Optimization exercise on an open flow, not production practice. RTL: at most simulated, not proved equivalent. Function not checked: runs 1 and 2. Clock network not from TritonCTS: runs 4 to 6. The clock port is an ideal driver here. Power: default activity.

`flow/flow/run.sh`:
```
#!/bin/bash
# The standard ORFS layout with these changes:
# - synthesis maps the logic with an area-oriented ABC script (flow/abc_area.script);
#   everything else in synthesis is the standard synthesis, so the registers are
#   the same cells with the same names;
# - the port buffers are buf_1 cells (instead of the delay cells buffer_ports picks),
#   and timing repair is free to change a cell's footprint;
# - a clock tree of about 30 flip-flops per leaf buffer, whose top is reshaped after
#   CTS (flow/clock_top.tcl) so the clock port drives four first-level buffers.
set -euo pipefail
W=$(pwd)
# ORFS's synth.tcl, with its ABC script replaced by flow/abc_area.script
sed '/^source \$::env(SCRIPTS_DIR)\/synth_preamble.tcl/a set abc_args [lreplace $abc_args 1 1 $::env(MY_ABC_SCRIPT)]\nputs "ABC script: $::env(MY_ABC_SCRIPT)"' \
  "$FLOW_HOME/scripts/synth.tcl" > "$W/area_synth.tcl"
grep -q MY_ABC_SCRIPT "$W/area_synth.tcl"
# The standard flow's synthesis script, sourcing that copy
sed "s#source \$::env(SCRIPTS_DIR)/synth.tcl#source $W/area_synth.tcl#" synth_recipe.tcl > "$W/area_synth_recipe.tcl"
grep -q area_synth.tcl "$W/area_synth_recipe.tcl"
export MY_ABC_SCRIPT="$W/flow/abc_area.script"
bash standard.sh "SYNTH_SCRIPT=$W/area_synth_recipe.tcl" MATCH_CELL_FOOTPRINT=0 \
  "BUFFER_PORTS_ARGS=-buffer_cell sky130_fd_sc_hd__buf_1" \
  "CTS_ARGS=-sink_clustering_enable -repair_clock_nets -buf_list {sky130_fd_sc_hd__clkbuf_16} -sink_clustering_size 30 -sink_clustering_max_diameter 80 -dont_use_dummy_load" \
  "POST_CTS_TCL=$W/flow/clock_top.tcl" \
  finish > standard_flow.log 2>&1
```
`flow/flow/abc_area.script`:
```
&get -n
&st
&dch
&nf -R 0
&put
topo
stime -c
```
`flow/flow/clock_top.tcl`:
```
set block [ord::get_db_block]
set clk_net [[$block findBTerm clk] getNet]

proc loads_of {net drv} {
  set loads {}
  foreach it [$net getITerms] {
    if {[$it getInst] ne $drv} { lappend loads $it }
  }
  return $loads
}
proc out_net_of {inst} {
  foreach it [$inst getITerms] {
    if {[$it isOutputSignal]} { return [$it getNet] }
  }
  return {}
}

set roots {}
foreach it [$clk_net getITerms] { lappend roots [$it getInst] }
if {[llength $roots] != 1} {
  puts "clock_top: clock port drives [llength $roots] cells, leaving the tree as it is"
  return
}
set root [lindex $roots 0]
set root_net [out_net_of $root]
set level1 [loads_of $root_net $root]
if {[llength $level1] > 4 || [llength [$root_net getBTerms]] > 0} {
  puts "clock_top: root drives [llength $level1] pins, leaving the tree as it is"
  return
}
puts "clock_top: removing root [$root getName], clock port now drives [llength $level1] pins"
foreach it $level1 { $it disconnect }
foreach it [$root getITerms] { $it disconnect }
odb::dbInst_destroy $root
odb::dbNet_destroy $root_net
foreach it $level1 { $it connect $clk_net }

# split first-level buffers while the clock port has room
set n_clk [llength $level1]
set k 0
foreach it $level1 {
  if {$n_clk >= 4} { break }
  set buf [$it getInst]
  set net [out_net_of $buf]
  set loads [loads_of $net $buf]
  if {[llength $loads] < 4} { continue }
  # positions of the loads
  set pts {}
  set xs {}
  set ys {}
  foreach l $loads {
    set b [[$l getInst] getBBox]
    set x [expr {([$b xMin] + [$b xMax]) / 2}]
    set y [expr {([$b yMin] + [$b yMax]) / 2}]
    lappend pts [list $l $x $y]
    lappend xs $x
    lappend ys $y
  }
  set dx [expr {[tcl::mathfunc::max {*}$xs] - [tcl::mathfunc::min {*}$xs]}]
  set dy [expr {[tcl::mathfunc::max {*}$ys] - [tcl::mathfunc::min {*}$ys]}]
  set idx [expr {$dx >= $dy ? 1 : 2}]
  set pts [lsort -integer -index $idx $pts]
  set half [expr {[llength $pts] / 2}]
  set keep [lrange $pts 0 [expr {$half - 1}]]
  set move [lrange $pts $half end]
  set master [$buf getMaster]
  set nb [odb::dbInst_create $block $master "clkbuf_split_${k}_clk"]
  set nn [odb::dbNet_create $block "clknet_split_${k}_clk"]
  $nn setSigType CLOCK
  foreach p $move {
    set l [lindex $p 0]
    $l disconnect
    $l connect $nn
  }
  # place each buffer at the centre of its loads
  foreach {b group} [list $buf $keep $nb $move] {
    set sx 0
    set sy 0
    foreach p $group {
      incr sx [lindex $p 1]
      incr sy [lindex $p 2]
    }
    set n [llength $group]
    $b setLocation [expr {$sx / $n}] [expr {$sy / $n}]
    $b setPlacementStatus PLACED
  }
  [$nb findITerm A] connect $clk_net
  [$nb findITerm X] connect $nn
  puts "clock_top: split [$buf getName]: [llength $keep] loads kept, [llength $move] moved to [$nb getName]"
  incr n_clk
  incr k
}
global_connect
detailed_placement
check_placement -verbose
```
`flow/standard.sh`:
```
#!/bin/bash
# synth_recipe.tcl (not shown) runs the flow's synth.tcl, then flattens the netlist and writes it again
# the make line also repeats each setting of config.mk as NAME=value (left out here)
make -C /OpenROAD-flow-scripts/flow DESIGN_CONFIG=/design/flow/config.mk WORK_HOME=/design/flow/orfs CLKGATE_MAP_FILE= SYNTH_SCRIPT=/design/flow/synth_recipe.tcl "${@:-finish}"
```
`flow/config.mk`:
```
export PLATFORM = sky130hd
export DESIGN_NAME = module_64_8
export DESIGN_NICKNAME = module_64_8
export VERILOG_FILES = /design/flow/design.v
export SDC_FILE = /design/flow/constraint.sdc
export NUM_CORES = 4
export LEC_CHECK = 0
export CAP_MARGIN = 20
export CORE_MARGIN = 2
export CORE_UTILIZATION = 60
export SETUP_SLACK_MARGIN = 3.1
export SLEW_MARGIN = 20
```
`flow/constraint.sdc`:
```
create_clock -name core_clock -period 5.0 [get_ports {clk}]
set_input_delay 1.0000 -clock core_clock [delete_from_list [all_inputs] [get_ports {clk}]]
set_output_delay 1.0000 -clock core_clock [all_outputs]
set_load 0.01 [all_outputs]
```
`flow/design.v`:
```
module FSM_out
(
    input             clk,
    input             reset_n,
    input             req,
    input             fifo_empty,
    input      [63:0] fifo_data,    
    output reg        remove,       
    output reg        load,         
    output reg        strobe_out,
    output reg        data_end,
    output reg  [7:0] data_out
);
reg [3:0] state;
reg       shift;
reg       hold;
reg [55:0] buf_q;
wire idle = (state == 4'd0);
wire start = idle && req && !fifo_empty;
always @(posedge clk)
begin
    if (!reset_n)
    begin
        state  <= 4'd0;
        remove <= 1'b0;
        load   <= 1'b0;
        shift  <= 1'b0;
        hold   <= 1'b1;
    end
    else
    begin
        if (idle)
            state <= start ? 4'd1 : 4'd0;
        else if (state == 4'd10)
            state <= 4'd0;
        else
            state <= state + 4'd1;
        remove <= start;
        load   <= (state == 4'd1);
        shift  <= (state >= 4'd2) && (state <= 4'd8);
        hold   <= !((state >= 4'd1) && (state <= 4'd8));
    end
end
always @(posedge clk)
    buf_q <= fifo_data[63:8] | ({56{shift}} & {8'd0, buf_q[55:8]});
wire [7:0] data_next = fifo_data[7:0] | ({8{shift}} & buf_q[7:0]) | ({8{hold}} & data_out);
always @(posedge clk)
begin
    if (!reset_n)
    begin
        strobe_out <= 1'b0;
        data_end   <= 1'b0;
        data_out   <= 8'd0;
    end
    else
    begin
        data_out <= data_next;
        if (load)
            strobe_out <= 1'b1;
        if (state == 4'd9)
            data_end <= 1'b1;
        else if (state == 4'd10)
        begin
            strobe_out <= 1'b0;
            data_end   <= 1'b0;
        end
    end
end
endmodule
module module_64_8
#(parameter width = 64, parameter depth = 8)
(
    input   clk,
    input   reset_n,
    input   strobe_in,
    input   [width-1:0] input_data,
    input   req_data,
    output  ready,
    output  data_end,
    output  strobe_out,
    output  [7:0] data_out,
    output  [$clog2(depth)-1:0] write_counter
);
localparam aw = $clog2(depth);
reg [width-1:0] mem [depth-1:0];
reg [depth-1:0] rd_ptr;
reg [depth-1:0] rd_sel;
reg [depth-1:0] wr_en;
reg [aw:0] count;
reg        empty;
wire full = count[aw];
wire write = strobe_in && !full;
wire remove;
wire load;
wire [aw:0] count_inc = count + 1'b1;
wire [aw:0] count_dec = count - 1'b1;
wire        count_is1 = (count == 1);
wire        count_is7 = (count == depth - 1);
wire [aw:0] count_w  = remove ? count : count_inc;
wire [aw:0] count_nw = remove ? count_dec : count;
wire        empty_nw = remove ? count_is1 : empty;
wire [depth-1:0] wr_en_w  = (count_is7 && !remove) ? {depth{1'b0}} : {wr_en[depth-2:0], wr_en[depth-1]};
wire [depth-1:0] wr_en_nw = wr_en | ({depth{full && remove}} & rd_ptr);
assign write_counter = count[aw-1:0];
assign ready = empty;
always @(posedge clk)
begin
    if (!reset_n)
    begin
        count <= 0;
        empty <= 1'b1;
        wr_en <= 1;
    end
    else if (write)
    begin
        count <= count_w;
        empty <= 1'b0;
        wr_en <= wr_en_w;
    end
    else
    begin
        count <= count_nw;
        empty <= empty_nw;
        wr_en <= wr_en_nw;
    end
end
always @(posedge clk)
begin
    if (!reset_n)
    begin
        rd_ptr <= 1;
        rd_sel <= 0;
    end
    else
    begin
        if (load)
            rd_ptr <= {rd_ptr[depth-2:0], rd_ptr[depth-1]};
        rd_sel <= remove ? rd_ptr : {depth{1'b0}};
    end
end
integer i;
always @(posedge clk)
begin
    for (i = 0; i < depth; i = i + 1)
        if (wr_en[i])
            mem[i] <= input_data;
end
reg [width-1:0] rd_data;
always @*
begin
    rd_data = 0;
    for (i = 0; i < depth; i = i + 1)
        rd_data = rd_data | ({width{rd_sel[i]}} & mem[i]);
end
FSM_out FSM_out_1
(
    .clk        (clk),
    .reset_n    (reset_n),
    .req        (req_data),
    .fifo_empty (empty),
    .fifo_data  (rd_data),
    .remove     (remove),
    .load       (load),
    .strobe_out (strobe_out),
    .data_end   (data_end),
    .data_out   (data_out)
);
endmodule
```
==> run_summary.xml, run 1 <==
<?xml version="1.0" encoding="UTF-8"?>
<metrics>
  <group name="cts">
    <metric name="worst_setup_hold_path_clk_slew" unit="ns">0.10</metric>
    <metric name="cts.sink_count" unit="">615</metric>
    <metric name="insertion_delay" unit="ns">0.36</metric>
  </group>
  <group name="synthesis">
    <metric name="synth.top_cell.area_share" unit="%">75.0</metric>
    <metric name="syn-cell-area" unit="sq mm">0.0205</metric>
    <metric name="synth.net_count" unit="">1088</metric>
    <metric name="netlist_top_cells_count" unit="">edfxtp_1 (512), a222oi_1 (184), dfxtp_1 (103)</metric>
    <metric name="ys_top_cells_by_area" unit="">edfxtp_1 (75%), dfxtp_1 (10%), a222oi_1 (9.0%)</metric>
    <metric name="instance_count_of_the_mapped_netlist" unit="">1012</metric>
    <metric name="seq_area_frac_synth" unit="%">85.1</metric>
    <metric name="number_of_flops_mapped_to_enable_cells_by_yosys" unit="">512</metric>
    <metric name="async_s_r_ff_share_synth" unit="%">0</metric>
    <metric name="ys_types" unit="">33</metric>
    <metric name="synth_area_per_cell" unit="sq um">20.3</metric>
    <metric name="ys.warnings.count" unit="">3</metric>
    <metric name="synthFlopType" unit="">edfxtp_1</metric>
    <metric name="yosys_register_bits" unit="">615</metric>
    <metric name="synth_top_cell_by_area" unit="">edfxtp_1</metric>
    <metric name="count_leader_synth" unit="">edfxtp_1</metric>
  </group>
  <group name="floorplanning">
    <metric name="num_rows" unit="">67</metric>
    <metric name="io_pins" unit="">82</metric>
    <metric name="fp.dieH" unit="um">189</metric>
    <metric name="floorplan.initialDensity" unit="%">61.0</metric>
    <metric name="dieWidth" unit="um">189</metric>
    <metric name="placeableCoreArea" unit="sq mm">0.0336</metric>
    <metric name="die-area" unit="sq mm">0.0356</metric>
  </group>
  <group name="timing">
    <metric name="finalHoldViolations" unit="">0</metric>
    <metric name="max_slew_margin_vs_limit" unit="%">38.1</metric>
    <metric name="grt_setup_unrepaired" unit="">true</metric>
    <metric name="period_needed" unit="ns">1.94</metric>
    <metric name="maximum_achievable_frequency" unit="MHz">515</metric>
    <metric name="skew" unit="ns">0.0328</metric>
    <metric name="post-route-period-util" unit="%">38.8</metric>
    <metric name="timing.setup.tns" unit="ns">0</metric>
    <metric name="timing.final.max_slew_violations" unit="">0</metric>
    <metric name="worstMarginPinSlew" unit="ns">0.929</metric>
    <metric name="setup-violations-final" unit="">0</metric>
  </group>
  <group name="global_routing">
    <metric name="grt_pass1_vias" unit="">10600</metric>
    <metric name="grt_start_max_net_pins" unit="">58</metric>
    <metric name="global_route.usage.total" unit="%">25.3</metric>
    <metric name="antenna_found_initial" unit="">3</metric>
    <metric name="grt_overflow" unit="">0</metric>
    <metric name="grt_pass1_wl" unit="um">66500</metric>
  </group>
  <group name="worst_hold_path">
    <metric name="worst_hold_path_type" unit="">reg -&gt; reg</metric>
  </group>
  <group name="layout">
    <metric name="final_core_util" unit="%">67.1</metric>
    <metric name="finalNetCount" unit="">1234</metric>
    <metric name="fillCellCount" unit="">2219</metric>
    <metric name="layout-drive-gt1-share" unit="%">9.69</metric>
    <metric name="areaGrowthSynthToFinish" unit="%">10.0</metric>
  </group>
  <group name="drt">
    <metric name="wire_per_inst" unit="um">27.9</metric>
    <metric name="routed_wirelength" unit="um">44900</metric>
    <metric name="vias_per_cell" unit="">6.70</metric>
    <metric name="route.antenna.remaining_nets" unit="">0</metric>
    <metric name="firstDrtPassIters" unit="">7</metric>
    <metric name="drc" unit="">0</metric>
    <metric name="detailroute.via_count" unit="">10800</metric>
    <metric name="drtIter0Drc" unit="">1460</metric>
  </group>
  <group name="pwr">
    <metric name="internal-power" unit="mW">7.08</metric>
    <metric name="relative_contribution_of_sequential_cells_to_total_power" unit="%">69.6</metric>
    <metric name="power.share.combinational" unit="%">4.3</metric>
    <metric name="peakVddDrop" unit="mV">0.340</metric>
    <metric name="power.share.switching" unit="%">20.8</metric>
    <metric name="p_per_area" unit="mW/mm^2">397</metric>
    <metric name="power.switching" unit="mW">1.86</metric>
    <metric name="clock_power_share" unit="%">26.1</metric>
    <metric name="leakage" unit="nW">7.29</metric>
  </group>
  <group name="critical_path">
    <metric name="crit_start" unit="">strobe_in</metric>
    <metric name="worstSetupPathType" unit="">in -&gt; reg</metric>
    <metric name="timing.rr.end" unit="">FSM_out_1.buf_q[51]</metric>
    <metric name="critical_path.endpoint" unit="">count[2]</metric>
    <metric name="crit_path_max_fanout" unit="">8</metric>
    <metric name="timing.critical_path.from_type" unit="">input pin</metric>
    <metric name="worstRegToRegCells" unit="">4</metric>
    <metric name="timing.critical_path.to_type" unit="">register</metric>
    <metric name="worst-r2r-setup-slack" unit="ns">3.14</metric>
    <metric name="worstPathArrival" unit="ns">2.20</metric>
    <metric name="worstReg2RegStart" unit="">rd_sel[0]</metric>
    <metric name="worst-endpoint-required" unit="ns">5.26</metric>
  </group>
  <group name="status">
    <metric name="status" unit="">timing/DRC/antenna clean</metric>
  </group>
  <group name="run">
    <metric name="max_cap_viol_count" unit="">0</metric>
  </group>
  <group name="placement">
    <metric name="place.port_buffers" unit="">81</metric>
    <metric name="place_hpwl" unit="um">21800</metric>
    <metric name="gpl_congestion" unit="">0.741</metric>
  </group>
</metrics>
flip-flops by register name, summed over array words and instances (netlist names), 4 cells and up:
name / count
mem: 512
FSM_out_1.buf_q: 56
FSM_out_1.data_out: 8
rd_ptr: 8
rd_sel: 8
wr_en: 8
FSM_out_1.state: 4
count: 4
cell type report, clock buffers not listed:
cell class	count	area [sq um]	area share, %
flip-flops and latches	615	17500	77.7
multi-input cells	381	3020	13.4
repair buffers	117	713	3.16
well taps	448	561	2.49
inverters	16	65.1	0.289
plain buffers	2	50.0	0.222
diodes	2	5.00	0.0222
per-layer routing:
layer	part of all wire [%]	routed length, um	vias up	global-route usage [%]
li1	-	-	4768	-
met1	42	19000	5509	36.6
met2	48	21800	441	42.3
met3	7.9	3560	38	3.87
met4	1.3	576	2	3.97
met5	0.029	13	-	0
critical path, stage by stage:
cell and delay (ns):
clkbuf_2 0.09, nor2b_4 0.26, clkinv_4 0.11, ha_4 0.29, o21ai_1 0.07, nor3_1 0.17
and3b_1 0.19
through the flow:
stage               hold slack [ns]  std cells  power, mW  cell area (sq um)  setup WS (ns)
finish                        0.445       1606       8.94              22500           3.06
global route                  0.457       1605       9.22              22500           3.02
detailed placement            0.431       1563       6.70              21600           2.58
global placement              0.433       1563       6.68              21600           2.63
floorplan                     0.422       1012       6.42              20500           2.87
power by group through the flow:
stage,Sequential [mW],Combinational (mW),Clock [mW]
2_1_floorplan,6.33,0.0909,0
5_1_grt,6.26,0.424,2.53
3_3_place_gp,6.34,0.344,0
6_report,6.23,0.383,2.34
3_5_place_dp,6.35,0.350,0
placed cells by master (no fill, tap or decap), types with 2 or more instances in the layout:
cell / Yosys / layout
a211oi_1: 7 / 7
a21boi_0: 12 / 12
a21oi_1: 17 / 17
a222oi_1: 184 / 184
a22oi_1: 3 / 3
and3_1: 16 / 16
buf_1: 0 / 66
buf_4: 0 / 28
buf_6: 0 / 20
clkbuf_16: 0 / 27
clkbuf_2: 0 / 2
clkinv_1: 16 / 15
dfxtp_1: 103 / 72
dfxtp_2: 0 / 16
dfxtp_4: 0 / 15
diode_2: 0 / 2
edfxtp_1: 512 / 512
ha_1: 8 / 7
nand2_1: 20 / 20
nand3_1: 60 / 60
nand3b_1: 2 / 2
nor2_1: 12 / 12
nor3_1: 3 / 3
nor3b_1: 7 / 7
o211ai_1: 2 / 2
o21ai_0: 12 / 10
o21ai_1: 0 / 2
xnor2_1: 2 / 2
logic make-up (layout without fill, tap and decap cells):
| kind of cell | count (synthesis) | in the layout | synth area share [%] |
|---|---|---|---|
| compound gates | 244 | 244 | 10.8 |
| xor+xnor | 3 | 3 | 0.128 |
| fa+ha+maj | 8 | 8 | 0.488 |
| buf+inv | 16 | 160 | 0.293 |
| flops | 615 | 615 | 85.1 |
| mux | 1 | 1 | 0.0488 |
| other cells | 0 | 2 | 0 |
| simple gates | 125 | 125 | 3.11 |
worst min path at each step:
stage / start / to / slack, ns / depth (start not counted)
floorplan: mem[5][56] / FSM_out_1.buf_q[48] / 0.42 / 2
global placement: mem[5][60] / FSM_out_1.buf_q[52] / 0.43 / 2
detailed placement: mem[4][62] / FSM_out_1.buf_q[54] / 0.43 / 2
global route: rd_ptr[0] / rd_ptr[1] / 0.46 / 2
finish: mem[4][62] / FSM_out_1.buf_q[54] / 0.45 / 2
==> inputs of run 2 (changes only) <==
==> flow/flow/run.sh (replaced) <==
#!/bin/bash
# The standard ORFS layout, with the port buffers made of buf_1 cells (instead of the
# delay cells buffer_ports picks by default), timing repair free to change a cell's
# footprint, a clock tree of about 30 flip-flops per leaf buffer, and the top of the
# clock tree reshaped after CTS (flow/clock_top.tcl).
set -euo pipefail
W=$(pwd)
bash standard.sh MATCH_CELL_FOOTPRINT=0 \
  "BUFFER_PORTS_ARGS=-buffer_cell sky130_fd_sc_hd__buf_1" \
  "CTS_ARGS=-sink_clustering_enable -repair_clock_nets -buf_list {sky130_fd_sc_hd__clkbuf_16} -sink_clustering_size 30 -sink_clustering_max_diameter 80 -dont_use_dummy_load" \
  "POST_CTS_TCL=$W/flow/clock_top.tcl" \
  finish > standard_flow.log 2>&1
--- a/flow/config.mk
+++ b/flow/config.mk
@@ -8,5 +8,5 @@
 export CAP_MARGIN = 20
 export CORE_MARGIN = 2
 export CORE_UTILIZATION = 60
-export SETUP_SLACK_MARGIN = 3.1
+export SETUP_SLACK_MARGIN = 3.2
 export SLEW_MARGIN = 20
removed: flow/flow/abc_area.script
==> run 2 against run 1 <==
Hold slack gained 0.0083 ns. Sequential share of layout area shrank 1.6 points. Die area grew 4.2%. First-iteration DRC count shrank 17%. Register-to-register slack gained 0.12 ns. Synthesized cell count grew 11%. Combinational power shrank 17%. Sequential power shrank 5.6%. Power shrank 3.9%. Critical path type is now reg -> out. Largest power group unchanged.
==> run_summary.xml, run 2 <==
<?xml version="1.0" encoding="UTF-8"?>
<metrics>
  <group name="timing">
    <metric name="finalHoldViolations" unit="">0</metric>
    <metric name="period_needed" unit="ns">1.83</metric>
    <metric name="max_slew_margin_vs_limit" unit="%">22.5</metric>
    <metric name="hold-worst-slack" unit="ns">0.453</metric>
    <metric name="setup-violations-final" unit="">0</metric>
    <metric name="maximum_achievable_frequency" unit="MHz">546</metric>
    <metric name="timing.setup.tns" unit="ns">0</metric>
    <metric name="worstMarginPinSlew" unit="ns">1.16</metric>
    <metric name="skew" unit="ns">0.0462</metric>
    <metric name="grt_setup_unrepaired" unit="">true</metric>
    <metric name="post-route-period-util" unit="%">36.6</metric>
    <metric name="timing.final.max_slew_violations" unit="">0</metric>
  </group>
  <group name="drt">
    <metric name="detailroute.via_count" unit="">11000</metric>
    <metric name="wire_per_inst" unit="um">28.9</metric>
    <metric name="vias_per_cell" unit="">6.65</metric>
    <metric name="route.antenna.remaining_nets" unit="">0</metric>
    <metric name="firstDrtPassIters" unit="">6</metric>
    <metric name="drc" unit="">0</metric>
    <metric name="routed_wirelength" unit="um">47900</metric>
    <metric name="drtIter0Drc" unit="">1212</metric>
  </group>
  <group name="layout">
    <metric name="largestRegisters" unit="">mem: 512 flops, FSM_out_1.buf_q: 56 flops</metric>
    <metric name="areaGrowthSynthToFinish" unit="%">7.71</metric>
    <metric name="largest_register_ffs" unit="">512</metric>
    <metric name="regArea" unit="sq mm">0.0175</metric>
    <metric name="largest-register" unit="">mem</metric>
    <metric name="layout-drive-gt1-share" unit="%">10.9</metric>
    <metric name="multi_input_comb_area" unit="sq mm">0.00350</metric>
    <metric name="finalNetCount" unit="">1270</metric>
    <metric name="layout_commonest_cell" unit="">edfxtp_1</metric>
    <metric name="fillCellCount" unit="">2409</metric>
    <metric name="mostFrequentLayoutCells" unit="">edfxtp_1 (512), a22oi_1 (89), dfxtp_1 (72), a22o_1 (65), buf_1 (65)</metric>
  </group>
  <group name="synthesis">
    <metric name="async_s_r_ff_share_synth" unit="%">0</metric>
    <metric name="instance_count_of_the_mapped_netlist" unit="">1128</metric>
    <metric name="synth.top_cell.area_share" unit="%">71.9</metric>
    <metric name="ys_types" unit="">41</metric>
    <metric name="synth_top_cell_by_area" unit="">edfxtp_1</metric>
    <metric name="netlist_top_cells_count" unit="">edfxtp_1 (512), dfxtp_1 (103), a22oi_1 (89)</metric>
    <metric name="synth_area_per_cell" unit="sq um">19.0</metric>
    <metric name="number_of_flops_mapped_to_enable_cells_by_yosys" unit="">512</metric>
    <metric name="synthFlopType" unit="">edfxtp_1</metric>
    <metric name="ys.warnings.count" unit="">3</metric>
    <metric name="seq_area_frac_synth" unit="%">81.5</metric>
    <metric name="count_leader_synth" unit="">edfxtp_1</metric>
    <metric name="synth.net_count" unit="">1204</metric>
    <metric name="syn-cell-area" unit="sq mm">0.0214</metric>
    <metric name="yosys_register_bits" unit="">615</metric>
    <metric name="ys_top_cells_by_area" unit="">edfxtp_1 (72%), dfxtp_1 (9.6%), a22oi_1 (3.1%)</metric>
  </group>
  <group name="critical_path">
    <metric name="worst-endpoint-required" unit="ns">4.00</metric>
    <metric name="worstRegToRegCells" unit="">3</metric>
    <metric name="worstPathArrival" unit="ns">0.83</metric>
    <metric name="crit_path_max_fanout" unit="">2</metric>
    <metric name="timing.critical_path.to_type" unit="">output port</metric>
    <metric name="path_delay_family" unit="">flip-flops</metric>
    <metric name="number_of_cells_on_the_critical_path" unit="">1</metric>
    <metric name="timing.critical_path.from_type" unit="">register</metric>
    <metric name="worst-r2r-setup-slack" unit="ns">3.26</metric>
    <metric name="worstSetupPathType" unit="">reg -&gt; out</metric>
    <metric name="critPathBufInv" unit="">1</metric>
    <metric name="cpMaxStageDelayCell" unit="">dfxtp_2</metric>
    <metric name="crit_path_max_incr_delay" unit="ns">0.37</metric>
    <metric name="cp_cell_sequence" unit="">buf_6</metric>
  </group>
  <group name="worst_hold_path">
    <metric name="worst_hold_path_type" unit="">reg -&gt; reg</metric>
    <metric name="whs_path_depth" unit="">2</metric>
  </group>
  <group name="pwr">
    <metric name="p_per_area" unit="mW/mm^2">373</metric>
    <metric name="peakVddDrop" unit="mV">0.366</metric>
    <metric name="leakage" unit="nW">7.38</metric>
  </group>
  <group name="cts">
    <metric name="cts.sink_count" unit="">615</metric>
    <metric name="worst_setup_hold_path_clk_slew" unit="ns">0.10</metric>
    <metric name="insertion_delay" unit="ns">0.37</metric>
  </group>
  <group name="placement">
    <metric name="gpl_congestion" unit="">0.731</metric>
    <metric name="place.port_buffers" unit="">81</metric>
    <metric name="place_hpwl" unit="um">22900</metric>
  </group>
  <group name="floorplanning">
    <metric name="placeableCoreArea" unit="sq mm">0.0353</metric>
    <metric name="die-area" unit="sq mm">0.0372</metric>
    <metric name="fp.dieH" unit="um">193</metric>
    <metric name="floorplan.initialDensity" unit="%">60.6</metric>
    <metric name="dieWidth" unit="um">193</metric>
    <metric name="num_rows" unit="">69</metric>
    <metric name="io_pins" unit="">82</metric>
  </group>
  <group name="global_routing">
    <metric name="grt_overflow" unit="">0</metric>
    <metric name="grt_pass1_wl" unit="um">69200</metric>
    <metric name="antenna_found_initial" unit="">2</metric>
    <metric name="global_route.usage.total" unit="%">25.8</metric>
    <metric name="grt_pass1_vias" unit="">10800</metric>
    <metric name="grt_start_max_net_pins" unit="">65</metric>
  </group>
  <group name="run">
    <metric name="max_cap_viol_count" unit="">0</metric>
  </group>
  <group name="status">
    <metric name="status" unit="">timing/DRC/antenna clean</metric>
  </group>
</metrics>
[run 2: per-layer routing]
layer	global-route usage, %	wire length [um]	part of all wire [%]	vias up
li1	-	-	-	4844
met1	38.1	20600	43	5746
met2	42.3	23400	49	364
met3	2.89	3200	6.7	36
met4	4.96	608	1.3	2
met5	0	9	0.019	-
[run 2: final timing paths]
path	start	end
worst min register to register	mem[7][52]	FSM_out_1.buf_q[44]
worst max register to register	rd_sel[4]	FSM_out_1.data_out[1]
worst min-delay path	mem[7][52]	FSM_out_1.buf_q[44]
worst max-delay path	FSM_out_1.data_out[1]	data_out[1]
[run 2: layout make-up, clock buffers not listed]
cell class                 instances  share of cell area, %
sequential                       615                   76.1
multi-input combinational        433                   15.2
timing repair buffer             106                   2.98
tap                              461                   2.50
buffer                             2                  0.217
inverter                           9                  0.163
timing repair inverter             1                 0.0326
antenna                            1                 0.0109
[run 2: kinds of logic (layout without fill, tap and decap cells)]
kind of cell | count (synthesis) | count (layout) | share of synthesized area [%]
xor+xnor | 4 | 4 | 0.164
buf+inv | 80 | 144 | 2.14
compound gates | 302 | 302 | 12.6
fa+ha+maj | 8 | 8 | 0.468
mux | 12 | 12 | 0.568
other cells | 0 | 1 | 0
simple gates | 107 | 107 | 2.49
flops | 615 | 615 | 81.5
[run 2: report_power, final]
group	internal [mW]	leakage, nW	switching (mW)	total (mW)
logic	0.106	1.48	0.212	0.318
clock network	1.01	0.345	1.38	2.40
registers	5.76	5.56	0.124	5.88
[run 2: stage by stage]
| stage | cell area (sq um) | setup WS (ns) | std cells | total power [mW] | util [%] |
|---|---|---|---|---|---|
| after floorplan | 21400 | 3.16 | 1128 | 6.11 | - |
| after global placement | 22000 | 2.02 | 1613 | 6.27 | 62.3 |
| after detailed placement | 22000 | 1.92 | 1613 | 6.29 | 62.3 |
| after global routing | 23000 | 3.13 | 1654 | 8.88 | 65.2 |
| final | 23000 | 3.17 | 1654 | 8.60 | 65.2 |
[run 2: worst register-to-register path, cell delays in order (launching register included)]
cell and delay (ns):
dfxtp_4 1.12, a22o_1 0.32, a221oi_1 0.05, a31oi_1 0.20
==> inputs of run 3 (changes only) <==
--- a/flow/design.v
+++ b/flow/design.v
@@ -92,15 +92,13 @@
 wire write = strobe_in && !full;
 wire remove;
 wire load;
-wire [aw:0] count_inc = count + 1'b1;
-wire [aw:0] count_dec = count - 1'b1;
-wire        count_is1 = (count == 1);
-wire        count_is7 = (count == depth - 1);
-wire [aw:0] count_w  = remove ? count : count_inc;
-wire [aw:0] count_nw = remove ? count_dec : count;
-wire        empty_nw = remove ? count_is1 : empty;
-wire [depth-1:0] wr_en_w  = (count_is7 && !remove) ? {depth{1'b0}} : {wr_en[depth-2:0], wr_en[depth-1]};
-wire [depth-1:0] wr_en_nw = wr_en | ({depth{full && remove}} & rd_ptr);
+wire [depth-1:0] wr_ptr   = full ? rd_ptr : wr_en;
+wire [depth-1:0] wr_ptr_w = {wr_ptr[depth-2:0], wr_ptr[depth-1]};
+wire [aw:0] count_w  = remove ? count : count + 1'b1;
+wire [aw:0] count_nw = remove ? count - 1'b1 : count;
+wire        full_w   = (count_w == depth);
+wire        full_nw  = (count_nw == depth);
+wire        empty_nw = (count_nw == 0);
 assign write_counter = count[aw-1:0];
 assign ready = empty;
 always @(posedge clk)
@@ -115,13 +113,13 @@
     begin
         count <= count_w;
         empty <= 1'b0;
-        wr_en <= wr_en_w;
+        wr_en <= full_w ? {depth{1'b0}} : wr_ptr_w;
     end
     else
     begin
         count <= count_nw;
         empty <= empty_nw;
-        wr_en <= wr_en_nw;
+        wr_en <= full_nw ? {depth{1'b0}} : wr_ptr;
     end
 end
 always @(posedge clk)
--- a/flow/flow/run.sh
+++ b/flow/flow/run.sh
@@ -8,5 +8,6 @@
 bash standard.sh MATCH_CELL_FOOTPRINT=0 \
   "BUFFER_PORTS_ARGS=-buffer_cell sky130_fd_sc_hd__buf_1" \
   "CTS_ARGS=-sink_clustering_enable -repair_clock_nets -buf_list {sky130_fd_sc_hd__clkbuf_16} -sink_clustering_size 30 -sink_clustering_max_diameter 80 -dont_use_dummy_load" \
+  "PRE_DETAIL_PLACE_TCL=$W/flow/output_flops.tcl" \
   "POST_CTS_TCL=$W/flow/clock_top.tcl" \
   finish > standard_flow.log 2>&1
==> flow/flow/output_flops.tcl (new file) <==
# Before detailed placement: put each flip-flop that drives an output port's buffer
# right next to that buffer, so the wire between them is short. Detailed placement
# then legalizes the moved cells.
set block [ord::get_db_block]
set moved 0
foreach bt [$block getBTerms] {
  if {[$bt getIoType] ne "OUTPUT"} { continue }
  foreach it [[$bt getNet] getITerms] {
    set buf [$it getInst]
    foreach in [$buf getITerms] {
      if {![$in isInputSignal] || [$in getNet] eq "NULL"} { continue }
      foreach drv [[$in getNet] getITerms] {
        if {![$drv isOutputSignal]} { continue }
        set ff [$drv getInst]
        if {![string match "*__df*" [[$ff getMaster] getName]]} { continue }
        set bb [$buf getBBox]
        set ffb [$ff getBBox]
        # step from the buffer towards the flip-flop's current place by one buffer width
        set bx [$bb xMin]
        set by [$bb yMin]
        set dx [expr {[$ffb xMin] - $bx}]
        set dy [expr {[$ffb yMin] - $by}]
        set len [expr {sqrt(double($dx) * $dx + double($dy) * $dy)}]
        set step [expr {2.0 * ([$bb xMax] - [$bb xMin])}]
        if {$len > $step} {
          set nx [expr {int($bx + $dx * $step / $len)}]
          set ny [expr {int($by + $dy * $step / $len)}]
          $ff setLocation $nx $ny
          incr moved
        }
      }
    }
  }
}
puts "output_flops: moved $moved flip-flops next to their output buffers"
==> run 3 against run 2 <==
Clock power decreased by 3%. Hold slack got worse by 0.015 ns. Cell count increased by 0.18%. Sequential power decreased by 2%. Power decreased by 1.8%. Sequential share of layout area increased by 0.13 points. Global-route usage increased by 1.3 points. Worst setup slack improved by 0.0016 ns. Routed wire length increased by 2.8%. Via count increased by 1.5%. Clock skew increased by 0.00067 ns.
==> run_summary.xml, run 3 <==
<?xml version="1.0" encoding="UTF-8"?>
<metrics>
  <group name="global_routing">
    <metric name="grt_pass1_vias" unit="">11100</metric>
    <metric name="antenna_found_initial" unit="">2</metric>
    <metric name="global_route.usage.total" unit="%">27.1</metric>
    <metric name="grt_start_max_net_pins" unit="">55</metric>
    <metric name="grt_pass1_wl" unit="um">71800</metric>
    <metric name="grt_overflow" unit="">0</metric>
  </group>
  <group name="timing">
    <metric name="setup-violations-final" unit="">0</metric>
    <metric name="timing.final.max_slew_violations" unit="">0</metric>
    <metric name="worstMarginPinSlew" unit="ns">0.653</metric>
    <metric name="post-route-period-util" unit="%">36.6</metric>
    <metric name="max_slew_margin_vs_limit" unit="%">56.4</metric>
    <metric name="finalHoldViolations" unit="">0</metric>
    <metric name="grt_setup_unrepaired" unit="">true</metric>
    <metric name="period_needed" unit="ns">1.83</metric>
    <metric name="skew" unit="ns">0.0469</metric>
    <metric name="timing.setup.tns" unit="ns">0</metric>
    <metric name="maximum_achievable_frequency" unit="MHz">546</metric>
    <metric name="hold-worst-slack" unit="ns">0.438</metric>
  </group>
  <group name="placement">
    <metric name="gpl_congestion" unit="">0.757</metric>
    <metric name="place_hpwl" unit="um">23800</metric>
    <metric name="place.port_buffers" unit="">81</metric>
  </group>
  <group name="floorplanning">
    <metric name="num_rows" unit="">68</metric>
    <metric name="die-area" unit="sq mm">0.0366</metric>
    <metric name="floorplan.initialDensity" unit="%">61.0</metric>
    <metric name="fp.dieH" unit="um">191</metric>
    <metric name="dieWidth" unit="um">191</metric>
    <metric name="placeableCoreArea" unit="sq mm">0.0345</metric>
    <metric name="io_pins" unit="">82</metric>
  </group>
  <group name="critical_path">
    <metric name="critPathBufInv" unit="">1</metric>
    <metric name="worstSetupPathType" unit="">reg -&gt; out</metric>
    <metric name="crit_path_max_fanout" unit="">2</metric>
    <metric name="path_delay_family" unit="">flip-flops</metric>
    <metric name="timing.critical_path.from_type" unit="">register</metric>
    <metric name="timing.critical_path.to_type" unit="">output port</metric>
    <metric name="worst-endpoint-required" unit="ns">4.00</metric>
    <metric name="cpMaxStageDelayCell" unit="">dfxtp_4</metric>
    <metric name="worstPathArrival" unit="ns">0.83</metric>
    <metric name="crit_path_max_incr_delay" unit="ns">0.37</metric>
    <metric name="cp_cell_sequence" unit="">buf_6</metric>
  </group>
  <group name="drt">
    <metric name="routed_wirelength" unit="um">49200</metric>
    <metric name="vias_per_cell" unit="">6.73</metric>
    <metric name="wire_per_inst" unit="um">29.7</metric>
    <metric name="detailroute.via_count" unit="">11200</metric>
    <metric name="drtIter0Drc" unit="">1064</metric>
    <metric name="route.antenna.remaining_nets" unit="">0</metric>
    <metric name="drc" unit="">0</metric>
    <metric name="firstDrtPassIters" unit="">8</metric>
  </group>
  <group name="layout">
    <metric name="layout_commonest_cell" unit="">edfxtp_1</metric>
    <metric name="areaGrowthSynthToFinish" unit="%">9.08</metric>
    <metric name="finalNetCount" unit="">1276</metric>
    <metric name="largestRegisters" unit="">mem: 512 flops, FSM_out_1.buf_q: 56 flops</metric>
    <metric name="largest_register_ffs" unit="">512</metric>
    <metric name="mostFrequentLayoutCells" unit="">edfxtp_1 (512), a22oi_1 (89), dfxtp_1 (71), buf_1 (67)</metric>
    <metric name="largest-register" unit="">mem</metric>
    <metric name="layout-drive-gt1-share" unit="%">10.4</metric>
  </group>
  <group name="cts">
    <metric name="insertion_delay" unit="ns">0.36</metric>
    <metric name="worst_setup_hold_path_clk_slew" unit="ns">0.11</metric>
    <metric name="cts.sink_count" unit="">615</metric>
  </group>
  <group name="worst_hold_path">
    <metric name="worst_hold_path_type" unit="">reg -&gt; reg</metric>
  </group>
  <group name="pwr">
    <metric name="peakVddDrop" unit="mV">0.313</metric>
    <metric name="p_per_area" unit="mW/mm^2">367</metric>
    <metric name="leakage" unit="nW">7.33</metric>
  </group>
  <group name="synthesis">
    <metric name="async_s_r_ff_share_synth" unit="%">0</metric>
    <metric name="yosys.area_share.simple" unit="%">2.78</metric>
    <metric name="instance_count_of_the_mapped_netlist" unit="">1125</metric>
    <metric name="netlist_top_cells_count" unit="">edfxtp_1 (512), dfxtp_1 (103), a22oi_1 (89)</metric>
    <metric name="yosys_register_bits" unit="">615</metric>
    <metric name="ys_top_cells_by_area" unit="">edfxtp_1 (73%), dfxtp_1 (9.8%), a22oi_1 (3.2%)</metric>
    <metric name="ys.warnings.count" unit="">3</metric>
    <metric name="synth_area_per_cell" unit="sq um">18.7</metric>
    <metric name="synth_top_family_by_area" unit="">compound AO/OA/AOI/OAI gates</metric>
    <metric name="synthFlopType" unit="">edfxtp_1</metric>
    <metric name="post_synthesis_share_of_cell_area_spent_on_xor_and_xnor_gates" unit="%">0.249</metric>
    <metric name="synth.top_cell.area_share" unit="%">73.0</metric>
    <metric name="count_leader_synth" unit="">edfxtp_1</metric>
    <metric name="synth-compound-area-share" unit="%">11.9</metric>
    <metric name="synth.net_count" unit="">1199</metric>
    <metric name="synth_fa_ha_area_share" unit="%">0.404</metric>
    <metric name="seq_area_frac_synth" unit="%">82.7</metric>
    <metric name="ys_types" unit="">40</metric>
    <metric name="synth_top_cell_by_area" unit="">edfxtp_1</metric>
    <metric name="syn-cell-area" unit="sq mm">0.0211</metric>
    <metric name="number_of_flops_mapped_to_enable_cells_by_yosys" unit="">512</metric>
    <metric name="post_synth_mux_area_share" unit="%">0.427</metric>
  </group>
  <group name="status">
    <metric name="status" unit="">timing/DRC/antenna clean</metric>
  </group>
  <group name="run">
    <metric name="max_cap_viol_count" unit="">0</metric>
  </group>
</metrics>
[run 3: cell count changes after synthesis, sizes merged, moves of 3 or more]
cell / change
a222oi: -7
and3: +8
nor2: -3
buf: -28
a221o: +7
a21o: -7
nand2: -5
clkbuf: +30
[run 3: cell families after synthesis]
| kind of cell | count (synthesis) |
|---|---|
| XOR/XNOR | 6 |
| flip-flops | 615 |
| adder cells (fa/ha/maj) | 7 |
| buffers and inverters | 80 |
| AO/OA/AOI/OAI | 297 |
| AND/OR/NAND/NOR | 111 |
| multiplexers | 9 |
[run 3: through the flow]
step	instance area, sq um	setup WS, ns	utilization (%)	power, mW	instances
3_5_place_dp	21800	2.72	63.2	6.16	1606
3_3_place_gp	21800	2.79	63.2	6.15	1606
5_1_grt	23000	3.13	66.5	8.68	1656
2_1_floorplan	21100	3.22	-	6.01	1125
6_report	23000	3.17	66.5	8.44	1657
[run 3: layout make-up, clock buffers not listed]
type | instances | area, sq um
tap | 455 | 569
timing repair inverter | 1 | 7.51
sequential | 615 | 17500
antenna | 2 | 5.00
inverter | 7 | 30.0
timing repair buffer | 121 | 846
multi-input combinational | 430 | 3360
buffer | 2 | 50.0
fill | 2381 | 11600
[run 3: final timing paths]
check | startpoint | end | slack, ns | depth (start not counted)
setup / recovery | count[2] | write_counter[2] | 3.17 | 1
hold / removal | empty | FSM_out_1.remove | 0.44 | 1
setup reg to reg | count[1] | wr_en[4] | 3.22 | 7
hold reg to reg | empty | FSM_out_1.remove | 0.44 | 1
[run 3: per-layer routing]
metal / GRT usage (%) / share of wire, % / vias to the layer above / wire [um]
li1: - / - / 4863 / -
met1: 40.1 / 43 / 5801 / 21100
met2: 43.4 / 48 / 446 / 23700
met3: 4.64 / 7.7 / 46 / 3780
met4: 4.88 / 1.3 / 0 / 662
met5: 0 / 0 / - / 0
[run 3: power breakdown]
group / switching, mW / internal [mW] / total, mW
sequential: 0.0959 / 5.70 / 5.79
clock: 1.38 / 0.946 / 2.33
combinational: 0.199 / 0.124 / 0.324
==> inputs of run 4 (changes only) <==
--- a/flow/flow/run.sh
+++ b/flow/flow/run.sh
@@ -8,6 +8,5 @@
 bash standard.sh MATCH_CELL_FOOTPRINT=0 \
   "BUFFER_PORTS_ARGS=-buffer_cell sky130_fd_sc_hd__buf_1" \
   "CTS_ARGS=-sink_clustering_enable -repair_clock_nets -buf_list {sky130_fd_sc_hd__clkbuf_16} -sink_clustering_size 30 -sink_clustering_max_diameter 80 -dont_use_dummy_load" \
-  "PRE_DETAIL_PLACE_TCL=$W/flow/output_flops.tcl" \
   "POST_CTS_TCL=$W/flow/clock_top.tcl" \
   finish > standard_flow.log 2>&1
--- a/flow/flow/clock_top.tcl
+++ b/flow/flow/clock_top.tcl
@@ -90,6 +90,49 @@
   incr n_clk
   incr k
 }
+# Make every buffer of the tree (two levels: first level and leaves) an inverter:
+# two inversions on every path keep the flip-flops' clock polarity, and an inverter
+# is one stage where a buffer is two.
+set inv_master [[ord::get_db] findMaster sky130_fd_sc_hd__clkinv_16]
+set tree {}
+foreach it [$clk_net getITerms] { lappend tree [$it getInst] }
+set level1 $tree
+foreach b $level1 {
+  foreach it [loads_of [out_net_of $b] $b] { lappend tree [$it getInst] }
+}
+set n_inv 0
+set all_bufs 1
+foreach b $tree {
+  if {![string match "sky130_fd_sc_hd__clkbuf_*" [[$b getMaster] getName]]} { set all_bufs 0 }
+}
+# every path must go through exactly two tree cells
+foreach b $level1 {
+  foreach it [loads_of [out_net_of $b] $b] {
+    set leaf [$it getInst]
+    foreach it2 [loads_of [out_net_of $leaf] $leaf] {
+      if {[string match "sky130_fd_sc_hd__clkbuf_*" [[[$it2 getInst] getMaster] getName]]} { set all_bufs 0 }
+    }
+  }
+}
+if {$all_bufs} {
+  foreach b $tree {
+    set in_net [[$b findITerm A] getNet]
+    set out_net [out_net_of $b]
+    set loc [$b getLocation]
+    set name [$b getName]
+    foreach it [$b getITerms] { $it disconnect }
+    odb::dbInst_destroy $b
+    set inv [odb::dbInst_create $block $inv_master $name]
+    $inv setLocation [lindex $loc 0] [lindex $loc 1]
+    $inv setPlacementStatus PLACED
+    [$inv findITerm A] connect $in_net
+    [$inv findITerm Y] connect $out_net
+    incr n_inv
+  }
+  puts "clock_top: made $n_inv clock tree cells inverters"
+} else {
+  puts "clock_top: the tree is not two levels of buffers, leaving its cells as they are"
+}
 global_connect
 detailed_placement
 check_placement -verbose
removed: flow/flow/output_flops.tcl
==> run 4 against run 3 <==
Area after synthesis did not move. Utilization rose by 0.12 points. Fmax increased by 4.5%. Largest power group unchanged. Register-to-register slack better by 0.03 ns. Cell count down 0.48%. Synthesized cell count is the same. Sequential cell count unchanged.
==> run_summary.xml, run 4 <==
<?xml version="1.0" encoding="UTF-8"?>
<metrics>
  <group name="pwr">
    <metric name="clock_power_share" unit="%">26.8</metric>
    <metric name="peakVddDrop" unit="mV">0.319</metric>
    <metric name="power.switching" unit="mW">2.13</metric>
    <metric name="power.share.combinational" unit="%">3.7</metric>
    <metric name="relative_contribution_of_sequential_cells_to_total_power" unit="%">69.5</metric>
    <metric name="power.share.switching" unit="%">25.5</metric>
    <metric name="leakage" unit="nW">7.26</metric>
    <metric name="p_per_area" unit="mW/mm^2">362</metric>
    <metric name="internal-power" unit="mW">6.21</metric>
  </group>
  <group name="synthesis">
    <metric name="synth_area_per_cell" unit="sq um">18.7</metric>
    <metric name="count_leader_synth" unit="">edfxtp_1</metric>
    <metric name="yosys_register_bits" unit="">615</metric>
    <metric name="number_of_flops_mapped_to_enable_cells_by_yosys" unit="">512</metric>
    <metric name="ys_top_cells_by_area" unit="">edfxtp_1 (73%), dfxtp_1 (9.8%), a22oi_1 (3.2%)</metric>
    <metric name="seq_area_frac_synth" unit="%">82.7</metric>
    <metric name="synth_top_cell_by_area" unit="">edfxtp_1</metric>
    <metric name="synth.top_cell.area_share" unit="%">73.0</metric>
    <metric name="syn-cell-area" unit="sq mm">0.0211</metric>
    <metric name="synth.net_count" unit="">1199</metric>
    <metric name="ys.warnings.count" unit="">3</metric>
    <metric name="netlist_top_cells_count" unit="">edfxtp_1 (512), dfxtp_1 (103), a22oi_1 (89)</metric>
    <metric name="ys_types" unit="">40</metric>
    <metric name="async_s_r_ff_share_synth" unit="%">0</metric>
    <metric name="synthFlopType" unit="">edfxtp_1</metric>
    <metric name="instance_count_of_the_mapped_netlist" unit="">1125</metric>
  </group>
  <group name="timing">
    <metric name="maximum_achievable_frequency" unit="MHz">571</metric>
    <metric name="max_slew_margin_vs_limit" unit="%">44.0</metric>
    <metric name="skew" unit="ns">0.0382</metric>
    <metric name="finalHoldViolations" unit="">0</metric>
    <metric name="post-route-period-util" unit="%">35.0</metric>
    <metric name="period_needed" unit="ns">1.75</metric>
    <metric name="setup-violations-final" unit="">0</metric>
    <metric name="final_critical_path_setup_slack" unit="ns">3.25</metric>
    <metric name="grt_setup_unrepaired" unit="">false</metric>
    <metric name="worstMarginPinSlew" unit="ns">0.840</metric>
    <metric name="timing.final.max_slew_violations" unit="">0</metric>
    <metric name="timing.setup.tns" unit="ns">0</metric>
    <metric name="hold-worst-slack" unit="ns">0.436</metric>
  </group>
  <group name="drt">
    <metric name="route.antenna.remaining_nets" unit="">0</metric>
    <metric name="vias_per_cell" unit="">6.71</metric>
    <metric name="detailroute.via_count" unit="">11100</metric>
    <metric name="routed_wirelength" unit="um">47900</metric>
    <metric name="drc" unit="">0</metric>
    <metric name="drtIter0Drc" unit="">1242</metric>
    <metric name="firstDrtPassIters" unit="">8</metric>
    <metric name="wire_per_inst" unit="um">29.1</metric>
  </group>
  <group name="critical_path">
    <metric name="crit_path_max_incr_delay" unit="ns">0.35</metric>
    <metric name="worstSetupPathType" unit="">in -&gt; reg</metric>
    <metric name="cpMaxStageDelayCell" unit="">a221o_1</metric>
    <metric name="timing.critical_path.from_type" unit="">input pin</metric>
    <metric name="crit_start" unit="">reset_n</metric>
    <metric name="cp_cell_sequence" unit="">buf_1 -&gt; buf_4 -&gt; and3_4 -&gt; a221o_1</metric>
    <metric name="worstReg2RegStart" unit="">count[1]</metric>
    <metric name="worst-endpoint-required" unit="ns">5.12</metric>
    <metric name="worstPathArrival" unit="ns">1.87</metric>
    <metric name="timing.critical_path.to_type" unit="">register</metric>
    <metric name="crit_path_max_fanout" unit="">26</metric>
  </group>
  <group name="placement">
    <metric name="place.port_buffers" unit="">81</metric>
    <metric name="gpl_congestion" unit="">0.757</metric>
    <metric name="placed_cells_incl_taps" unit="">1606</metric>
    <metric name="place_hpwl" unit="um">23700</metric>
    <metric name="worst_setup_slack_post_dpl" unit="ns">2.77</metric>
  </group>
  <group name="layout">
    <metric name="stdcell_count" unit="">1649</metric>
    <metric name="layout-drive-gt1-share" unit="%">9.73</metric>
    <metric name="mostFrequentLayoutCells" unit="">edfxtp_1 (512), a22oi_1 (89), dfxtp_1 (71), buf_1 (66)</metric>
    <metric name="layout_commonest_cell" unit="">edfxtp_1</metric>
    <metric name="largest_register_ffs" unit="">512</metric>
    <metric name="largest-register" unit="">mem</metric>
    <metric name="finalNetCount" unit="">1268</metric>
    <metric name="areaGrowthSynthToFinish" unit="%">9.28</metric>
    <metric name="largestRegisters" unit="">mem: 512 flops, FSM_out_1.buf_q: 56 flops</metric>
    <metric name="fillCellCount" unit="">2393</metric>
  </group>
  <group name="global_routing">
    <metric name="grt_pass1_vias" unit="">10800</metric>
    <metric name="global_route.usage.total" unit="%">26.5</metric>
    <metric name="grt_overflow" unit="">0</metric>
    <metric name="grt_start_max_net_pins" unit="">55</metric>
    <metric name="grt_pass1_wl" unit="um">70200</metric>
    <metric name="antenna_found_initial" unit="">3</metric>
  </group>
  <group name="cts">
    <metric name="worst_setup_hold_path_clk_slew" unit="ns">0.07</metric>
    <metric name="cts.sink_count" unit="">615</metric>
    <metric name="insertion_delay" unit="ns">0.27</metric>
  </group>
  <group name="floorplanning">
    <metric name="placeableCoreArea" unit="sq mm">0.0345</metric>
    <metric name="dieWidth" unit="um">191</metric>
    <metric name="fp.dieH" unit="um">191</metric>
    <metric name="floorplan.initialDensity" unit="%">61.0</metric>
    <metric name="io_pins" unit="">82</metric>
    <metric name="num_rows" unit="">68</metric>
    <metric name="die-area" unit="sq mm">0.0366</metric>
  </group>
  <group name="worst_hold_path">
    <metric name="worst_hold_path_type" unit="">reg -&gt; reg</metric>
    <metric name="hold_path.startpoint" unit="">empty</metric>
  </group>
  <group name="status">
    <metric name="status" unit="">timing/DRC/antenna clean</metric>
  </group>
  <group name="run">
    <metric name="max_cap_viol_count" unit="">0</metric>
  </group>
</metrics>
run 4: cell counts after synthesis:
Identical to the previous run, type by type.
run 4: logic make-up (layout without fill, tap and decap cells):
logic type,after synthesis,in the layout,synth area share (%)
AND/OR/NAND/NOR,111,111,2.78
XOR/XNOR,6,6,0.249
multiplexers,9,9,0.427
flip-flops,615,615,82.7
adder cells (fa/ha/maj),7,7,0.404
other,0,2,0
buffers and inverters,80,147,1.52
AO/OA/AOI/OAI,297,297,11.9
run 4: power by group through the flow:
stage	clock network [mW]	registers, mW	logic (mW)
6_report	2.23	5.79	0.309
5_1_grt	2.49	5.81	0.337
3_5_place_dp	0	5.92	0.245
3_3_place_gp	0	5.91	0.241
2_1_floorplan	0	5.90	0.112
run 4: path summary, 6_finish.rpt:
path	slack, ns	cells past startpoint	endpoint
worst max-delay path	3.25	4	wr_en[4]
worst min-delay path	0.44	1	FSM_out_1.remove
worst max register to register	3.25	6	wr_en[4]
worst min register to register	0.44	1	FSM_out_1.remove
run 4: worst max-delay path: cells and delay by family:
kind | cells | cell delay (ns)
compound gates | 1 | 0.35
buf+inv | 2 | 0.28
simple gates | 1 | 0.24
run 4: layer usage:
metal  global-route usage (%)  wire length, um
met1                     40.3            21200
met2                     42.6            23300
met5                        0                0
met4                     4.62              565
met3                     3.05             2830
run 4: cell type report:
class / instances / area [sq um] / area share (%)
diodes: 2 / 5.00 / 0.0217
repair buffers: 112 / 733 / 3.18
inverters: 34 / 841 / 3.65
well taps: 455 / 569 / 2.47
flip-flops and latches: 615 / 17500 / 76.1
repair inverters: 1 / 7.51 / 0.0326
multi-input cells: 430 / 3350 / 14.6
run 4: through the flow:
step	cell area (sq um)	power (mW)	util (%)
floorplan	21100	6.01	-
global placement	21800	6.15	63.2
detailed placement	21800	6.16	63.2
global route	23000	8.64	66.7
finish	23000	8.34	66.7
==> inputs of run 5 (changes only) <==
--- a/flow/config.mk
+++ b/flow/config.mk
@@ -8,5 +8,5 @@
 export CAP_MARGIN = 20
 export CORE_MARGIN = 2
 export CORE_UTILIZATION = 60
-export SETUP_SLACK_MARGIN = 3.2
+export SETUP_SLACK_MARGIN = 3.4
 export SLEW_MARGIN = 20
==> run 5 against run 4 <==
Largest cell class unchanged. Area after synthesis unchanged. Sequential cell count stayed put. Critical endpoint is now wr_en[1]. Largest power group unchanged. Sequential power about the same. Power increased by 0.14%. Register-to-register slack barely moved. Clock skew grew 0.0046 ns. Hold slack got worse by 0.011 ns. Die area did not move. Highest routed layer unchanged.
==> run_summary.xml, run 5 <==
<?xml version="1.0" encoding="UTF-8"?>
<metrics>
  <group name="pwr">
    <metric name="peakVddDrop" unit="mV">0.334</metric>
    <metric name="p_per_area" unit="mW/mm^2">360</metric>
    <metric name="leakage" unit="nW">7.29</metric>
  </group>
  <group name="synthesis">
    <metric name="ys.warnings.count" unit="">3</metric>
    <metric name="netlist_top_cells_count" unit="">edfxtp_1 (512), dfxtp_1 (103), a22oi_1 (89)</metric>
    <metric name="ys_types" unit="">40</metric>
    <metric name="synth.net_count" unit="">1199</metric>
    <metric name="synth_area_per_cell" unit="sq um">18.7</metric>
    <metric name="synthFlopType" unit="">edfxtp_1</metric>
    <metric name="ys_top_cells_by_area" unit="">edfxtp_1 (73%), dfxtp_1 (9.8%), a22oi_1 (3.2%)</metric>
    <metric name="seq_area_frac_synth" unit="%">82.7</metric>
    <metric name="syn-cell-area" unit="sq mm">0.0211</metric>
    <metric name="yosys_register_bits" unit="">615</metric>
    <metric name="count_leader_synth" unit="">edfxtp_1</metric>
    <metric name="instance_count_of_the_mapped_netlist" unit="">1125</metric>
    <metric name="async_s_r_ff_share_synth" unit="%">0</metric>
    <metric name="synth_top_cell_by_area" unit="">edfxtp_1</metric>
    <metric name="synth.top_cell.area_share" unit="%">73.0</metric>
    <metric name="number_of_flops_mapped_to_enable_cells_by_yosys" unit="">512</metric>
  </group>
  <group name="critical_path">
    <metric name="crit_path_max_fanout" unit="">8</metric>
    <metric name="worstPathArrival" unit="ns">1.89</metric>
    <metric name="crit_path_max_incr_delay" unit="ns">0.37</metric>
    <metric name="cp_cell_sequence" unit="">buf_8 -&gt; inv_2 -&gt; ha_4 -&gt; or3_4 -&gt; and3_4 -&gt; a221o_1</metric>
    <metric name="timing.critical_path.to_type" unit="">register</metric>
    <metric name="critPathBufInv" unit="">2</metric>
    <metric name="worstSetupPathType" unit="">reg -&gt; reg</metric>
    <metric name="worst-endpoint-required" unit="ns">5.14</metric>
    <metric name="cpMaxStageDelayCell" unit="">dfxtp_4</metric>
    <metric name="path_delay_family" unit="">simple AND/OR/NAND/NOR gates</metric>
    <metric name="timing.critical_path.from_type" unit="">register</metric>
  </group>
  <group name="placement">
    <metric name="placed_cells_incl_taps" unit="">1606</metric>
    <metric name="place_hpwl" unit="um">23600</metric>
    <metric name="worst_setup_slack_post_dpl" unit="ns">2.81</metric>
    <metric name="gpl_congestion" unit="">0.712</metric>
    <metric name="place.port_buffers" unit="">81</metric>
  </group>
  <group name="timing">
    <metric name="period_needed" unit="ns">1.75</metric>
    <metric name="finalHoldViolations" unit="">0</metric>
    <metric name="post-route-period-util" unit="%">35.1</metric>
    <metric name="grt_setup_unrepaired" unit="">true</metric>
    <metric name="worstMarginPinSlew" unit="ns">0.741</metric>
    <metric name="max_slew_margin_vs_limit" unit="%">50.6</metric>
    <metric name="timing.final.max_slew_violations" unit="">0</metric>
    <metric name="maximum_achievable_frequency" unit="MHz">570</metric>
    <metric name="timing.setup.tns" unit="ns">0</metric>
    <metric name="skew" unit="ns">0.0428</metric>
    <metric name="setup-violations-final" unit="">0</metric>
    <metric name="final_critical_path_setup_slack" unit="ns">3.25</metric>
  </group>
  <group name="drt">
    <metric name="route.antenna.remaining_nets" unit="">0</metric>
    <metric name="drc" unit="">0</metric>
    <metric name="wire_per_inst" unit="um">29.2</metric>
    <metric name="detailroute.via_count" unit="">11200</metric>
    <metric name="vias_per_cell" unit="">6.77</metric>
    <metric name="firstDrtPassIters" unit="">9</metric>
    <metric name="routed_wirelength" unit="um">48200</metric>
    <metric name="drtIter0Drc" unit="">1126</metric>
  </group>
  <group name="layout">
    <metric name="layout-drive-gt1-share" unit="%">10.2</metric>
    <metric name="largest-register" unit="">mem</metric>
    <metric name="largest_register_ffs" unit="">512</metric>
    <metric name="layout_commonest_cell" unit="">edfxtp_1</metric>
    <metric name="finalNetCount" unit="">1268</metric>
    <metric name="final_core_util" unit="%">67.1</metric>
    <metric name="largestRegisters" unit="">mem: 512 flops, FSM_out_1.buf_q: 56 flops</metric>
    <metric name="mostFrequentLayoutCells" unit="">edfxtp_1 (512), a22oi_1 (89), dfxtp_1 (71), buf_1 (66)</metric>
    <metric name="stdcell_count" unit="">1651</metric>
    <metric name="multi_input_comb_area" unit="sq mm">0.00337</metric>
    <metric name="fillCellCount" unit="">2362</metric>
    <metric name="areaGrowthSynthToFinish" unit="%">10.0</metric>
    <metric name="regArea" unit="sq mm">0.0175</metric>
  </group>
  <group name="floorplanning">
    <metric name="io_pins" unit="">82</metric>
    <metric name="die-area" unit="sq mm">0.0366</metric>
    <metric name="placeableCoreArea" unit="sq mm">0.0345</metric>
    <metric name="floorplan.initialDensity" unit="%">61.0</metric>
    <metric name="dieWidth" unit="um">191</metric>
    <metric name="num_rows" unit="">68</metric>
    <metric name="fp.dieH" unit="um">191</metric>
  </group>
  <group name="global_routing">
    <metric name="grt_overflow" unit="">0</metric>
    <metric name="global_route.usage.total" unit="%">27.0</metric>
    <metric name="antenna_found_initial" unit="">4</metric>
    <metric name="grt_pass1_vias" unit="">11000</metric>
    <metric name="grt_start_max_net_pins" unit="">65</metric>
    <metric name="grt_pass1_wl" unit="um">71000</metric>
  </group>
  <group name="status">
    <metric name="status" unit="">timing/DRC/antenna clean</metric>
  </group>
  <group name="worst_hold_path">
    <metric name="worst_hold_path_type" unit="">reg -&gt; reg</metric>
  </group>
  <group name="run">
    <metric name="max_cap_viol_count" unit="">0</metric>
  </group>
  <group name="cts">
    <metric name="cts.sink_count" unit="">615</metric>
    <metric name="worst_setup_hold_path_clk_slew" unit="ns">0.08</metric>
    <metric name="insertion_delay" unit="ns">0.27</metric>
  </group>
</metrics>
## run 5: power breakdown
group | total, mW | switching, mW | internal (mW)
Clock | 2.23 | 1.84 | 0.397
Combinational | 0.330 | 0.207 | 0.124
Sequential | 5.78 | 0.0891 | 5.69
## run 5: routing by layer
layer  GRT usage [%]  share of wire (%)
met2            42.4                 48
met3            3.95                7.8
met5               0                  0
met4            5.00                1.1
met1            41.2                 43
## run 5: kinds of logic (layout without fill, tap and decap cells)
kind of cell,Yosys count,count (layout),share of synthesized area (%)
AOI/OAI and AO/OA,297,297,11.9
xor gates and xnor gates,6,6,0.249
adders and majority gates,7,7,0.404
buffers and inverters,80,147,1.52
DFF,615,615,82.7
muxes,9,9,0.427
other,0,4,0
and+or+nand+nor,111,111,2.78
## run 5: metrics by stage
step	hold WS, ns	total power [mW]	area (sq um)
after floorplan	0.437	6.02	21100
after global placement	0.420	6.17	21900
after detailed placement	0.424	6.18	21900
after global routing	0.441	8.64	23200
final	0.425	8.35	23200
## run 5: area by class of cell
class,instances,area share (%)
sequential,615,75.6
multi-input combinational,430,14.5
timing repair buffer,112,3.68
inverter,34,3.64
tap,455,2.46
antenna,4,0.0432
timing repair inverter,1,0.0324
## run 5: final timing paths
check            from               end  slack (ns)  cells after the start
min             empty  FSM_out_1.remove        0.43                      1
max reg2reg  count[0]          wr_en[1]        3.25                      6
max          count[0]          wr_en[1]        3.25                      6
min reg2reg     empty  FSM_out_1.remove        0.43                      1
==> inputs of run 6 (changes only) <==
--- a/flow/config.mk
+++ b/flow/config.mk
@@ -8,5 +8,5 @@
 export CAP_MARGIN = 20
 export CORE_MARGIN = 2
 export CORE_UTILIZATION = 60
-export SETUP_SLACK_MARGIN = 3.4
+export SETUP_SLACK_MARGIN = 3.5
 export SLEW_MARGIN = 20
==> run 6 against run 5 <==
Worst setup slack worse by 0.039 ns. Design area up 1.0%. Die area unchanged. Global-route usage down 0.11 points. Synthesized cell count unchanged. Fmax down 2.2%. Utilization up 0.70 points. Clock skew up 0.024 ns. Critical path depth up 1. Highest routed layer unchanged.
==> run_summary.xml, run 6 <==
<?xml version="1.0" encoding="UTF-8"?>
<metrics>
  <group name="status">
    <metric name="status" unit="">timing/DRC/antenna clean</metric>
  </group>
  <group name="run">
    <metric name="max_cap_viol_count" unit="">0</metric>
  </group>
  <group name="placement">
    <metric name="worst_setup_slack_post_dpl" unit="ns">2.84</metric>
    <metric name="place_hpwl" unit="um">23100</metric>
    <metric name="place.port_buffers" unit="">81</metric>
  </group>
  <group name="synthesis">
    <metric name="yosys_register_bits" unit="">615</metric>
    <metric name="synthFlopType" unit="">edfxtp_1</metric>
    <metric name="seq_area_frac_synth" unit="%">82.7</metric>
    <metric name="synth_top_cell_by_area" unit="">edfxtp_1</metric>
    <metric name="ys_top_cells_by_area" unit="">edfxtp_1 (73%), dfxtp_1 (9.8%), a22oi_1 (3.2%)</metric>
    <metric name="netlist_top_cells_count" unit="">edfxtp_1 (512), dfxtp_1 (103), a22oi_1 (89)</metric>
    <metric name="ys.warnings.count" unit="">3</metric>
    <metric name="synth.top_cell.area_share" unit="%">73.0</metric>
    <metric name="syn-cell-area" unit="sq mm">0.0211</metric>
    <metric name="synth_area_per_cell" unit="sq um">18.7</metric>
    <metric name="count_leader_synth" unit="">edfxtp_1</metric>
  </group>
  <group name="pwr">
    <metric name="leakage" unit="nW">7.41</metric>
    <metric name="p_per_area" unit="mW/mm^2">359</metric>
  </group>
  <group name="timing">
    <metric name="post-route-period-util" unit="%">35.8</metric>
    <metric name="timing.final.max_slew_violations" unit="">0</metric>
    <metric name="timing.setup.tns" unit="ns">0</metric>
    <metric name="hold-worst-slack" unit="ns">0.425</metric>
    <metric name="setup-violations-final" unit="">0</metric>
    <metric name="final_critical_path_setup_slack" unit="ns">3.21</metric>
    <metric name="worstMarginPinSlew" unit="ns">0.659</metric>
    <metric name="skew" unit="ns">0.0664</metric>
    <metric name="finalHoldViolations" unit="">0</metric>
    <metric name="max_slew_margin_vs_limit" unit="%">56.1</metric>
  </group>
  <group name="global_routing">
    <metric name="grt_start_max_net_pins" unit="">65</metric>
    <metric name="grt_pass1_vias" unit="">11100</metric>
    <metric name="antenna_found_initial" unit="">1</metric>
    <metric name="grt_overflow" unit="">0</metric>
  </group>
  <group name="floorplanning">
    <metric name="placeableCoreArea" unit="sq mm">0.0345</metric>
    <metric name="io_pins" unit="">82</metric>
    <metric name="die-area" unit="sq mm">0.0366</metric>
    <metric name="dieWidth" unit="um">191</metric>
    <metric name="fp.dieH" unit="um">191</metric>
  </group>
  <group name="drt">
    <metric name="route.antenna.remaining_nets" unit="">0</metric>
    <metric name="route.met3.wl" unit="um">3990</metric>
    <metric name="detailroute.via_count" unit="">11200</metric>
    <metric name="vias_per_cell" unit="">6.77</metric>
    <metric name="highest-signal-layer" unit="">met4</metric>
    <metric name="routed_wirelength" unit="um">49300</metric>
    <metric name="drtIter0Drc" unit="">1242</metric>
    <metric name="firstDrtPassIters" unit="">6</metric>
    <metric name="drc" unit="">0</metric>
  </group>
  <group name="layout">
    <metric name="finalNetCount" unit="">1280</metric>
    <metric name="areaGrowthSynthToFinish" unit="%">11.1</metric>
    <metric name="stdcell_count" unit="">1660</metric>
    <metric name="largest-register" unit="">mem</metric>
    <metric name="layout-drive-gt1-share" unit="%">11.6</metric>
    <metric name="layout_commonest_cell" unit="">edfxtp_1</metric>
    <metric name="largest_register_ffs" unit="">512</metric>
    <metric name="final_core_util" unit="%">67.8</metric>
  </group>
  <group name="critical_path">
    <metric name="crit_path_max_incr_delay" unit="ns">0.36</metric>
    <metric name="path_delay_family" unit="">simple AND/OR/NAND/NOR gates</metric>
    <metric name="worst_path_most_repeated_cell" unit="">buf_6</metric>
    <metric name="worstSetupPathType" unit="">reg -&gt; reg</metric>
    <metric name="worst-endpoint-required" unit="ns">5.15</metric>
    <metric name="timing.critical_path.from_type" unit="">register</metric>
    <metric name="worstRegToRegCells" unit="">7</metric>
    <metric name="crit_start" unit="">count[1]</metric>
    <metric name="cpMaxStageDelayCell" unit="">dfxtp_4</metric>
    <metric name="worstPathArrival" unit="ns">1.94</metric>
    <metric name="critPathBufInv" unit="">3</metric>
    <metric name="timing.rr.end" unit="">wr_en[5]</metric>
  </group>
  <group name="worst_hold_path">
    <metric name="hold_path.startpoint" unit="">empty</metric>
    <metric name="worst_hold_path_type" unit="">reg -&gt; reg</metric>
  </group>
  <group name="cts">
    <metric name="insertion_delay" unit="ns">0.28</metric>
    <metric name="cts.sink_count" unit="">615</metric>
    <metric name="worst_setup_hold_path_clk_slew" unit="ns">0.07</metric>
  </group>
</metrics>
-- run 6: cell counts after synthesis --
No cell type changed its count.
-- run 6: worst reg2reg max path: cells and delay by family, from the launching register on --
kind / cells / cell delay [ns]
and+or+nand+nor: 2 / 0.53
DFF: 1 / 0.36
buffers and inverters: 3 / 0.30
AOI/OAI and AO/OA: 1 / 0.29
adders and majority gates: 1 / 0.20
-- run 6: power by group --
| group | switching (mW) | internal (mW) | total (mW) |
|---|---|---|---|
| registers | 0.0800 | 5.70 | 5.78 |
| clock network | 1.84 | 0.396 | 2.24 |
| logic | 0.233 | 0.157 | 0.389 |
-- run 6: logic make-up after synthesis --
group	synth area share, %
flops	82.7
compound gates	11.9
simple gates	2.78
buf+inv	1.52
mux	0.427
fa+ha+maj	0.404
xor+xnor	0.249
-- run 6: cell type report --
cell class	count	area, sq um	area share, %
sequential	615	17500	74.8
multi-input combinational	430	3410	14.6
timing repair buffer	125	1070	4.56
inverter	34	847	3.62
tap	455	569	2.43
antenna	1	2.50	0.0107
-- run 6: how the worst max path moves through the flow --
stage / to / cells after the start / slack [ns]
detailed placement: wr_en[7] / 4 / 2.84
global placement: wr_en[2] / 4 / 2.86
finish: wr_en[5] / 7 / 3.21
global route: wr_en[4] / 7 / 3.17
floorplan: wr_en[1] / 7 / 3.27
-- run 6: layer usage --
metal	up-vias	global-route usage (%)
met5	-	0
met4	0	4.29
met3	48	4.30
met2	490	43.5
met1	5842	39.8
li1	4857	-
